From an optimization exercise on the open Yosys and OpenROAD flow, aimed at small area, a short achievable clock period and few clock cycles per item; shortcuts taken in it are not production practice. Function was checked by simulation only, so behaviour that the tests miss may differ from the original. Power is estimated from default activity; no workload was simulated.

## header_parser
module header_parser (
    input  logic         clk,
    input  logic         rst_n,
    input  logic  [0:255]  in_data,
    input  logic  [31:0]   in_keep,
    input  logic           in_valid,
    input  logic           in_last,
    output logic  [0:255]  out_data,
    output logic  [0:31]   out_keep,
    output logic           out_valid,
    output logic           out_last,
    output logic           timestamp_valid,
    output logic  [31:0]   timestamp,
    input  logic           out_ready,
    output logic           in_ready,
    input  logic           cfg_we,
    input  logic  [3:0]    cfg_waddr,
    input  logic  [31:0]   cfg_wdata,
    input  logic  [3:0]    cfg_raddr,
    output logic  [31:0]   cfg_rdata
);
For scale: about 1200 cells after synthesis, ~190 flip-flops, roughly 12000 um2 of cells after synthesis.
clock: 5.0 ns
lec_check: 0
cap_margin: 20
core_margin: 2
core_utilization: 25
cts_cluster_size: 30
place_density: 0.5
setup_slack_margin: 2.0
slew_margin: 20
standard.sh (not shown) runs the stock make flow with config.mk's settings and CLKGATE_MAP_FILE= SYNTH_SCRIPT=/design/flow/synth_recipe.tcl, a recipe that flattens the netlist after the stock synthesis.
==> flow/flow/run.sh <==
#!/bin/bash
cp standard.sh standard_sh.txt
export BUFFER_PORTS_ARGS="-buffer_cell sky130_fd_sc_hd__buf_1"
bash standard.sh IO_CONSTRAINTS=$PWD/flow/io.tcl > standard.log 2>&1
==> flow/flow/io.tcl <==
# Keep the configuration read port together so the read mux sits next to its pins.
set_io_pin_constraint -group -pin_names {cfg_raddr[0] cfg_raddr[1] cfg_raddr[2] cfg_raddr[3] cfg_rdata[0] cfg_rdata[1] cfg_rdata[2] cfg_rdata[3] cfg_rdata[4] cfg_rdata[5] cfg_rdata[6] cfg_rdata[7] cfg_rdata[8] cfg_rdata[9] cfg_rdata[10] cfg_rdata[11] cfg_rdata[12] cfg_rdata[13] cfg_rdata[14] cfg_rdata[15] cfg_rdata[16] cfg_rdata[17] cfg_rdata[18] cfg_rdata[19] cfg_rdata[20] cfg_rdata[21] cfg_rdata[22] cfg_rdata[23] cfg_rdata[24] cfg_rdata[25] cfg_rdata[26] cfg_rdata[27] cfg_rdata[28] cfg_rdata[29] cfg_rdata[30] cfg_rdata[31]}
The starting point finished clean.
Testbench counts at the start, summed over its fixed seeds: cycles 28,240, packets 2,400.
Change:
==> flow/flow/run.sh (replaced) <==
#!/bin/bash
cp standard.sh standard_sh.txt
export BUFFER_PORTS_ARGS="-buffer_cell sky130_fd_sc_hd__buf_1"
bash standard.sh > standard.log 2>&1
CTS_CLUSTER_SIZE = default   (was 30)
SETUP_SLACK_MARGIN = 2.5   (was 2.0)
removed: flow/flow/io.tcl
Wire length is lower slightly; via count is lower slightly; die area is unchanged; worst setup slack improves by 20 ps; non-clock buffer count is higher by 8.
Change:
ABC_AREA = 1   (was default)
What happened: Global-route usage came out lower by 2.2 points. Critical path depth does not change. Total power drops by 13%. Non-clock buffer count climbs by 16. Synthesized area rises by 4.4%.
Change:
--- a/flow/flow/run.sh
+++ b/flow/flow/run.sh
@@ -4 +4 @@
-bash standard.sh > standard.log 2>&1
+bash standard.sh IO_CONSTRAINTS=$PWD/flow/io.tcl > standard.log 2>&1
==> flow/flow/io.tcl (new file) <==
# Keep the configuration read port together so the read mux sits next to its pins.
set_io_pin_constraint -group -pin_names {cfg_raddr[0] cfg_raddr[1] cfg_raddr[2] cfg_raddr[3] cfg_rdata[0] cfg_rdata[1] cfg_rdata[2] cfg_rdata[3] cfg_rdata[4] cfg_rdata[5] cfg_rdata[6] cfg_rdata[7] cfg_rdata[8] cfg_rdata[9] cfg_rdata[10] cfg_rdata[11] cfg_rdata[12] cfg_rdata[13] cfg_rdata[14] cfg_rdata[15] cfg_rdata[16] cfg_rdata[17] cfg_rdata[18] cfg_rdata[19] cfg_rdata[20] cfg_rdata[21] cfg_rdata[22] cfg_rdata[23] cfg_rdata[24] cfg_rdata[25] cfg_rdata[26] cfg_rdata[27] cfg_rdata[28] cfg_rdata[29] cfg_rdata[30] cfg_rdata[31]}
ABC_AREA = default   (was 1)
Result: The changed run ran to the end with no violations; synthesized cell count drops by 32%; flip-flop and latch count does not change; area after synthesis drops by 4.2%; combinational power climbs by 29%; worst setup slack got worse by 250 ps; critical path depth stays the same; design area drops by 5.4%; clock skew hardly moves; clock-buffer cell count climbs by 1; total power climbs by 16%; maximum frequency drops by 7.5%.
Change:
SETUP_SLACK_MARGIN = 2.0   (was 2.5)
Final area shrinks by about 3.3%.
Cell count shrinks by 0.61%.
Wire length grows by 2.2%.
Core utilization shrinks by 0.95 points.
Area after synthesis is unchanged.
Global-route usage grows by 0.43 points.
Worst setup slack gains 31 ps.
Critical path depth does not change.
Power shrinks by 3.6%.
Hold slack loses 24 ps.

* * *

## lane 1
The RTL this note starts from:
==> flow/design.v <==
module cycle_counter (
    input  logic        clk,
    input  logic        load,
    output logic [31:0] cycle_count
);
    always_ff @(posedge clk) begin
        if (load) cycle_count <= 32'd1;
        else      cycle_count <= cycle_count + 32'd1;
    end
endmodule
module filter_config (
    input  logic        clk,         
    input  logic        rst_n,       
    input  logic        cfg_we,      
    input  logic [3:0]  cfg_waddr,   
    input  logic [31:0] cfg_wdata,   
    input  logic [3:0]  cfg_raddr,   
    output logic [31:0] cfg_rdata,   
    output logic [47:0] local_mac,       
    output logic [15:0] ethertype,       
    output logic [7:0]  ip_protocol,     
    output logic [31:0] ip_base,         
    output logic [31:0] ip_mask,         
    output logic [15:0] udp_dst_port     
);
    logic [31:0] mac_lo;     
    logic [15:0] mac_hi;     
    always_ff @(posedge clk or negedge rst_n) begin
        if (!rst_n) begin
            mac_lo         <= 32'hDEADBEEF;   
            mac_hi         <= 16'hCAFE;       
            ethertype      <= 16'h0800;       
            ip_protocol    <= 8'h11;          
            ip_base        <= 32'h0A000100;   
            ip_mask        <= 32'hFFFFFFFC;   
            udp_dst_port   <= 16'd25565;      
        end else if (cfg_we) begin
            case (cfg_waddr)
                4'h0: mac_lo         <= cfg_wdata;            
                4'h1: mac_hi         <= cfg_wdata[15:0];      
                4'h2: ethertype      <= cfg_wdata[15:0];      
                4'h3: ip_protocol    <= cfg_wdata[7:0];       
                4'h4: ip_base        <= cfg_wdata;            
                4'h5: ip_mask        <= cfg_wdata;            
                4'h6: udp_dst_port   <= cfg_wdata[15:0];      
                default: ;                                    
            endcase
        end
    end
    logic [31:0] r01, r23, r45, r67, r03, r47;
    assign r01 = cfg_raddr[0] ? {16'h0, mac_hi} : mac_lo;
    assign r23 = cfg_raddr[0] ? {24'h0, ip_protocol} : {16'h0, ethertype};
    assign r45 = cfg_raddr[0] ? ip_mask : ip_base;
    assign r67 = cfg_raddr[0] ? 32'hDEADBEEF : {16'h0, udp_dst_port};
    assign r03 = cfg_raddr[1] ? r23 : r01;
    assign r47 = cfg_raddr[1] ? r67 : r45;
    assign cfg_rdata = cfg_raddr[3] ? 32'hDEADBEEF : (cfg_raddr[2] ? r47 : r03);
    assign local_mac = {mac_hi, mac_lo};
endmodule
module filter_core(
    input  logic         clk,
    input  logic         rst_n,
    input  logic [255:0] data,
    input  logic         cfg_we,
    input  logic [3:0]   cfg_waddr,
    input  logic [31:0]  cfg_wdata,
    input  logic [3:0]   cfg_raddr,
    output logic [31:0]  cfg_rdata,
    output logic         beat0_ok,
    output logic         beat1_ok
);
    logic [47:0] cfg_local_mac;
    logic [15:0] cfg_ethertype;
    logic [7:0]  cfg_ip_protocol;
    logic [31:0] cfg_ip_base;
    logic [31:0] cfg_ip_mask;
    logic [15:0] cfg_dest_port;
    filter_config my_configuration (
        .clk,
        .rst_n,
        .cfg_we,
        .cfg_waddr,
        .cfg_wdata,
        .cfg_raddr,
        .cfg_rdata,
        .local_mac(cfg_local_mac),
        .ethertype(cfg_ethertype),
        .ip_protocol(cfg_ip_protocol),
        .ip_base(cfg_ip_base),
        .ip_mask(cfg_ip_mask),
        .udp_dst_port(cfg_dest_port)
    );
    assign beat0_ok = (data[47:0]    == cfg_local_mac) &&                     
                      (data[111:96]  == cfg_ethertype) &&                     
                      (data[119:112] == 8'h54) &&                             
                      (data[191:184] == cfg_ip_protocol) &&                   
                      ((data[255:240] & cfg_ip_mask[15:0]) == cfg_ip_base[15:0]);  
    assign beat1_ok = ((data[15:0] & cfg_ip_mask[31:16]) == cfg_ip_base[31:16]) &&  
                      (data[47:32] == cfg_dest_port);                              
endmodule
module header_parser (
    input  logic         clk,
    input  logic         rst_n,
    input  logic  [0:255]  in_data,
    input  logic  [31:0]   in_keep,
    input  logic           in_valid,
    input  logic           in_last,
    output logic  [0:255]  out_data,
    output logic  [0:31]   out_keep,
    output logic           out_valid,
    output logic           out_last,
    output logic           timestamp_valid,
    output logic  [31:0]   timestamp,
    input  logic           out_ready,
    output logic           in_ready,
    input  logic           cfg_we,
    input  logic  [3:0]    cfg_waddr,
    input  logic  [31:0]   cfg_wdata,
    input  logic  [3:0]    cfg_raddr,
    output logic  [31:0]   cfg_rdata
);
    localparam [31:0] HEADER_KEEP = 32'h0000_03FF;    
    typedef enum logic [2:0] {
        IDLE,     
        HDR1,     
        SD,       
        STREAM,   
        DROP      
    } parse_state;
    parse_state state, state_next;
    logic free, pass, b1, sd;
    logic b0ok;    
    logic ov_q;    
    logic [255:0] d;
    assign d = in_data;
    logic beat0_ok, beat1_ok;
    filter_core my_filter_core (
        .clk,
        .rst_n,
        .data(d),
        .cfg_we,
        .cfg_waddr,
        .cfg_wdata,
        .cfg_raddr,
        .cfg_rdata,
        .beat0_ok,
        .beat1_ok
    );
    logic in_accept;
    assign in_accept = in_valid && in_ready;
    assign in_ready  = free || out_ready || (b1 && !b0ok) || (sd && !ov_q);
    assign out_valid = in_valid && (pass || (sd && ov_q) || (b1 && b0ok && beat1_ok && !in_last));
    assign out_data  = in_data;
    assign out_keep  = b1 ? (in_keep & ~HEADER_KEEP) : in_keep;
    assign out_last  = in_last;
    always_comb begin
        state_next = state;
        case (state)
            IDLE:    if (in_accept) state_next = in_last ? IDLE : HDR1;
            HDR1:    if (in_accept) state_next = in_last ? IDLE : SD;
            SD:      if (in_accept) state_next = in_last ? IDLE : (ov_q ? STREAM : DROP);
            default: if (in_accept && in_last) state_next = IDLE;
        endcase
    end
    always_ff @(posedge clk or negedge rst_n) begin
        if (!rst_n) begin
            state           <= IDLE;
            free            <= 1'b1;
            pass            <= 1'b0;
            b1              <= 1'b0;
            sd              <= 1'b0;
            timestamp_valid <= 1'b0;
        end else begin
            state           <= state_next;
            free            <= (state_next == IDLE) || (state_next == DROP);
            pass            <= (state_next == STREAM);
            b1              <= (state_next == HDR1);
            sd              <= (state_next == SD);
            timestamp_valid <= in_accept && in_last && ((state == STREAM) || (state == SD && ov_q));
        end
    end
    always_ff @(posedge clk) begin
        if (state == IDLE)
            b0ok <= beat0_ok;
        if (b1)
            ov_q <= out_valid;
    end
    cycle_counter timestamper (
        .clk,
        .load(in_accept && state == IDLE),
        .cycle_count(timestamp)
    );
endmodule
clock: 5.0 ns
lec_check: 0
cap_margin: 20
core_margin: 2
core_utilization: 25
place_density: 0.5
setup_slack_margin: 1.5
slew_margin: 20
==> flow/flow/run.sh <==
#!/bin/bash
set -euo pipefail
cp standard.sh standard_sh.txt
export BUFFER_PORTS_ARGS="-buffer_cell sky130_fd_sc_hd__buf_1"
ARGS="IO_CONSTRAINTS=$PWD/flow/io.tcl"
bash standard.sh $ARGS synth > synth.log 2>&1
R=$PWD/orfs/results/$FLOW_PLATFORM/header_parser/base
cp $R/1_2_yosys.v standard_synth.v
python3 flow/rmux.py cut standard_synth.v cut.v ov > rmux_cut.log 2>&1
LIB=$FLOW_HOME/platforms/$FLOW_PLATFORM/lib/sky130_fd_sc_hd__tt_025C_1v80.lib \
IN=$PWD/cut.v OUT=$PWD/remapped.v TOP=$FLOW_TOP ABC_SCRIPT=$PWD/flow/remap.abc \
  yosys -c flow/remap.tcl > remap.log 2>&1
python3 flow/rmux.py add remapped.v final_synth.v ov > rmux_add.log 2>&1
cp final_synth.v $R/1_2_yosys.v
rm -f $R/1_synth.odb $R/1_synth.sdc
bash standard.sh $ARGS > standard.log 2>&1
==> flow/flow/io.tcl <==
# Keep the configuration port, the timestamp and the clock and reset on one
# edge, so the registers they feed cluster there, and keep the read port together.
set_io_pin_constraint -region left:* -pin_names {cfg_raddr[0] cfg_raddr[1] cfg_raddr[2] cfg_raddr[3] cfg_rdata[0] cfg_rdata[1] cfg_rdata[2] cfg_rdata[3] cfg_rdata[4] cfg_rdata[5] cfg_rdata[6] cfg_rdata[7] cfg_rdata[8] cfg_rdata[9] cfg_rdata[10] cfg_rdata[11] cfg_rdata[12] cfg_rdata[13] cfg_rdata[14] cfg_rdata[15] cfg_rdata[16] cfg_rdata[17] cfg_rdata[18] cfg_rdata[19] cfg_rdata[20] cfg_rdata[21] cfg_rdata[22] cfg_rdata[23] cfg_rdata[24] cfg_rdata[25] cfg_rdata[26] cfg_rdata[27] cfg_rdata[28] cfg_rdata[29] cfg_rdata[30] cfg_rdata[31] cfg_we cfg_waddr[0] cfg_waddr[1] cfg_waddr[2] cfg_waddr[3] cfg_wdata[0] cfg_wdata[1] cfg_wdata[2] cfg_wdata[3] cfg_wdata[4] cfg_wdata[5] cfg_wdata[6] cfg_wdata[7] cfg_wdata[8] cfg_wdata[9] cfg_wdata[10] cfg_wdata[11] cfg_wdata[12] cfg_wdata[13] cfg_wdata[14] cfg_wdata[15] cfg_wdata[16] cfg_wdata[17] cfg_wdata[18] cfg_wdata[19] cfg_wdata[20] cfg_wdata[21] cfg_wdata[22] cfg_wdata[23] cfg_wdata[24] cfg_wdata[25] cfg_wdata[26] cfg_wdata[27] cfg_wdata[28] cfg_wdata[29] cfg_wdata[30] cfg_wdata[31] timestamp_valid timestamp[0] timestamp[1] timestamp[2] timestamp[3] timestamp[4] timestamp[5] timestamp[6] timestamp[7] timestamp[8] timestamp[9] timestamp[10] timestamp[11] timestamp[12] timestamp[13] timestamp[14] timestamp[15] timestamp[16] timestamp[17] timestamp[18] timestamp[19] timestamp[20] timestamp[21] timestamp[22] timestamp[23] timestamp[24] timestamp[25] timestamp[26] timestamp[27] timestamp[28] timestamp[29] timestamp[30] timestamp[31] clk rst_n}
set_io_pin_constraint -group -pin_names {cfg_raddr[0] cfg_raddr[1] cfg_raddr[2] cfg_raddr[3] cfg_rdata[0] cfg_rdata[1] cfg_rdata[2] cfg_rdata[3] cfg_rdata[4] cfg_rdata[5] cfg_rdata[6] cfg_rdata[7] cfg_rdata[8] cfg_rdata[9] cfg_rdata[10] cfg_rdata[11] cfg_rdata[12] cfg_rdata[13] cfg_rdata[14] cfg_rdata[15] cfg_rdata[16] cfg_rdata[17] cfg_rdata[18] cfg_rdata[19] cfg_rdata[20] cfg_rdata[21] cfg_rdata[22] cfg_rdata[23] cfg_rdata[24] cfg_rdata[25] cfg_rdata[26] cfg_rdata[27] cfg_rdata[28] cfg_rdata[29] cfg_rdata[30] cfg_rdata[31]}
Other scripts of this flow, unchanged in this note and not shown: flow/flow/remap.abc, flow/flow/remap.tcl, flow/flow/rmux.py
Testbench counts of lane 1, summed over its fixed seeds: cycles 26,111, packets 2,400.
Relative to lane 1, the following input files were edited for lane 2:
- SETUP_SLACK_MARGIN changed from 1.5 to 1.6
-- flow/flow/run.sh --
<<< lane 1, line 13
python3 flow/rmux.py add remapped.v final_synth.v ov > rmux_add.log 2>&1
>>> lane 2, line 13
python3 flow/rmux.py add remapped.v final_synth.v ov dup > rmux_add.log 2>&1
==> comparison <==
Lane 2 was carried through to the last stage, and its layout satisfied the timing, design-rule and antenna checks.
Compared with lane 1, lane 2 shows a lower portion of total power attributed to the clock network.
Going from lane 1 to lane 2, the global-route wire length before repair was found to have gone down by 1800 um.
Lane 2 does better than lane 1 on wire length reported by the detailed router.
Between lane 2 and lane 1, it is lane 2 whose tap cell instance count is higher, by 7.
Lane 2 vs lane 1 — final cell utilization of the core dropped 0.34 points.
Lower layout overhead on the synthesized area was reported by lane 2, not lane 1.
Compared with lane 1, lane 2 has extra setup slack.
Wire length on met1 (lane 2 vs. lane 1) decreases slightly
What lane 3 does differently from lane 2 at the input level:
- SETUP_SLACK_MARGIN now 1.7, was 1.6
-- flow/flow/run.sh --
<<< lane 2, line 13
python3 flow/rmux.py add remapped.v final_synth.v ov dup > rmux_add.log 2>&1
>>> lane 3, line 13
python3 flow/rmux.py add remapped.v final_synth.v ov > rmux_add.log 2>&1
-- flow/flow/io.tcl --
<<< lane 2, line 5
>>> lane 3, line 5
# Keep the handshake pins and the data bits the beat-1 check reads next to
# the configuration edge, so the out_valid logic is short.
set_io_pin_constraint -region bottom:0-90 -pin_names {in_valid in_last out_valid out_ready in_ready out_last in_data[240] in_data[241] in_data[242] in_data[243] in_data[244] in_data[245] in_data[246] in_data[247] in_data[248] in_data[249] in_data[250] in_data[251] in_data[252] in_data[253] in_data[254] in_data[255] in_data[208] in_data[209] in_data[210] in_data[211] in_data[212] in_data[213] in_data[214] in_data[215] in_data[216] in_data[217] in_data[218] in_data[219] in_data[220] in_data[221] in_data[222] in_data[223] out_data[240] out_data[241] out_data[242] out_data[243] out_data[244] out_data[245] out_data[246] out_data[247] out_data[248] out_data[249] out_data[250] out_data[251] out_data[252] out_data[253] out_data[254] out_data[255] out_data[208] out_data[209] out_data[210] out_data[211] out_data[212] out_data[213] out_data[214] out_data[215] out_data[216] out_data[217] out_data[218] out_data[219] out_data[220] out_data[221] out_data[222] out_data[223]}
[summary]
- Design area, lane 3 vs lane 2: up slightly
- The number of instances resized during post-cts repair in lane 3 was higher than what lane 2 gave.
- Total die area was lower in lane 3 than in lane 2.
- Setup slack on lane 3 is up relative to lane 2.
- Share of final layout cell area taken by clock buffers and inverters in lane 3 is 0.57 points above lane 2.
- As far as clock skew is concerned, lane 3 and lane 2 perform about the same.
- Lane 3 vs. lane 2: sequential share of layout area went down by 0.20 points.
- Critical path depth in lane 3 vs lane 2: down 2
- On net count after synthesis, the higher figure sits with lane 2, not lane 3.
- Of lane 3 and lane 2, the lower post-layout total power belongs to lane 2.
- The lower via count of the first global-routing pass of lane 3 and lane 2 is in lane 2.
The following lists how lane 4 was set up differently from lane 3:
- a change of CORE_UTILIZATION from 25 to 28
-- flow/flow/io.tcl --
<<< lane 3, line 5
# Keep the handshake pins and the data bits the beat-1 check reads next to
# the configuration edge, so the out_valid logic is short.
set_io_pin_constraint -region bottom:0-90 -pin_names {in_valid in_last out_valid out_ready in_ready out_last in_data[240] in_data[241] in_data[242] in_data[243] in_data[244] in_data[245] in_data[246] in_data[247] in_data[248] in_data[249] in_data[250] in_data[251] in_data[252] in_data[253] in_data[254] in_data[255] in_data[208] in_data[209] in_data[210] in_data[211] in_data[212] in_data[213] in_data[214] in_data[215] in_data[216] in_data[217] in_data[218] in_data[219] in_data[220] in_data[221] in_data[222] in_data[223] out_data[240] out_data[241] out_data[242] out_data[243] out_data[244] out_data[245] out_data[246] out_data[247] out_data[248] out_data[249] out_data[250] out_data[251] out_data[252] out_data[253] out_data[254] out_data[255] out_data[208] out_data[209] out_data[210] out_data[211] out_data[212] out_data[213] out_data[214] out_data[215] out_data[216] out_data[217] out_data[218] out_data[219] out_data[220] out_data[221] out_data[222] out_data[223]}
>>> lane 4, line 5
==> summary.txt <==
- Lane 4 terminated abnormally: I/O pin placement (3_2_place_iop) reported PPL-0024.
- Going from lane 3 to lane 4, average cell area after synthesis now sits at about the same level; count of mapped cells out of synthesis now sits at about the same level; die extent in y now sits lower.
### lane 4 -> lane 5
- CORE_UTILIZATION: 28 -> 25
- PLACE_DENSITY: 0.5 -> 0.6
### Flow results
- Synthesized cell count: lane 4 vs lane 5 identical
- Comparing lane 5 and lane 4, the lower effective utilization at floorplan is on lane 5.
- Lane 5: flow completed, timing, DRC and antenna clean
- Diff lane 4 -> lane 5 | y dimension of the die | up by a few percent
- Compared with lane 4, chip width in lane 5 increased by a few percent.

## port drivers added, routing unchanged
The flow's constraints put no driver on any port. The routed layouts listed below were extracted and timed again, unchanged, in two steps. Step 1 (the two cells are an assumption about what drives the block):
set clk [get_ports {clk}]
set_driving_cell -lib_cell sky130_fd_sc_hd__clkbuf_16 $clk
set_driving_cell -lib_cell sky130_fd_sc_hd__buf_2 [delete_from_list [all_inputs] $clk]
Step 2 moves the port delays by t, midway between the first and last clock arrival at a register: inputs arrive t later, outputs are due t later. That takes back most of the time a late clock gives input paths. Slacks: ideal ports / drivers / drivers and shift; pairs: ideal ports / drivers.
run | t, ns | setup WS [ns] | worst hold slack (ns) | worst setup path at the end | worst slew at a driven data input, ns
the first run of note 1 | 0.518 | 1.626 / 1.572 / 1.572 | 0.440 / 0.440 / 0.440 | input to output | 0.27
the second run of note 1 | 0.516 | 1.647 / 1.591 / 1.591 | 0.443 / 0.443 / 0.443 | input to output | 0.30
the third run of note 1 | 0.542 | 1.849 / 1.767 / 1.767 | 0.440 / 0.440 / 0.440 | input to output | 0.29
the fourth run of note 1 | 0.532 | 1.595 / 1.535 / 1.535 | 0.464 / 0.464 / 0.464 | input to output | 0.27
the fifth run of note 1 | 0.518 | 1.626 / 1.572 / 1.572 | 0.440 / 0.440 / 0.440 | input to output | 0.27
lane 1 | 0.489 | 1.547 / 1.523 / 1.523 | 0.431 / 0.431 / 0.431 | input to output | 0.25
lane 2 | 0.489 | 1.592 / 1.572 / 1.572 | 0.427 / 0.427 / 0.427 | input to output | 0.24
lane 3 | 0.478 | 1.629 / 1.606 / 1.606 | 0.435 / 0.435 / 0.435 | input to output | 0.24
lane 5 | 0.483 | 1.693 / 1.671 / 1.671 | 0.427 / 0.427 / 0.427 | input to output | 0.26
After both steps every run listed still meets setup and hold. For the third run of note 1, which loses most, drivers alone change the setup slack by -0.082 ns; drivers and shift together by -0.082 ns.
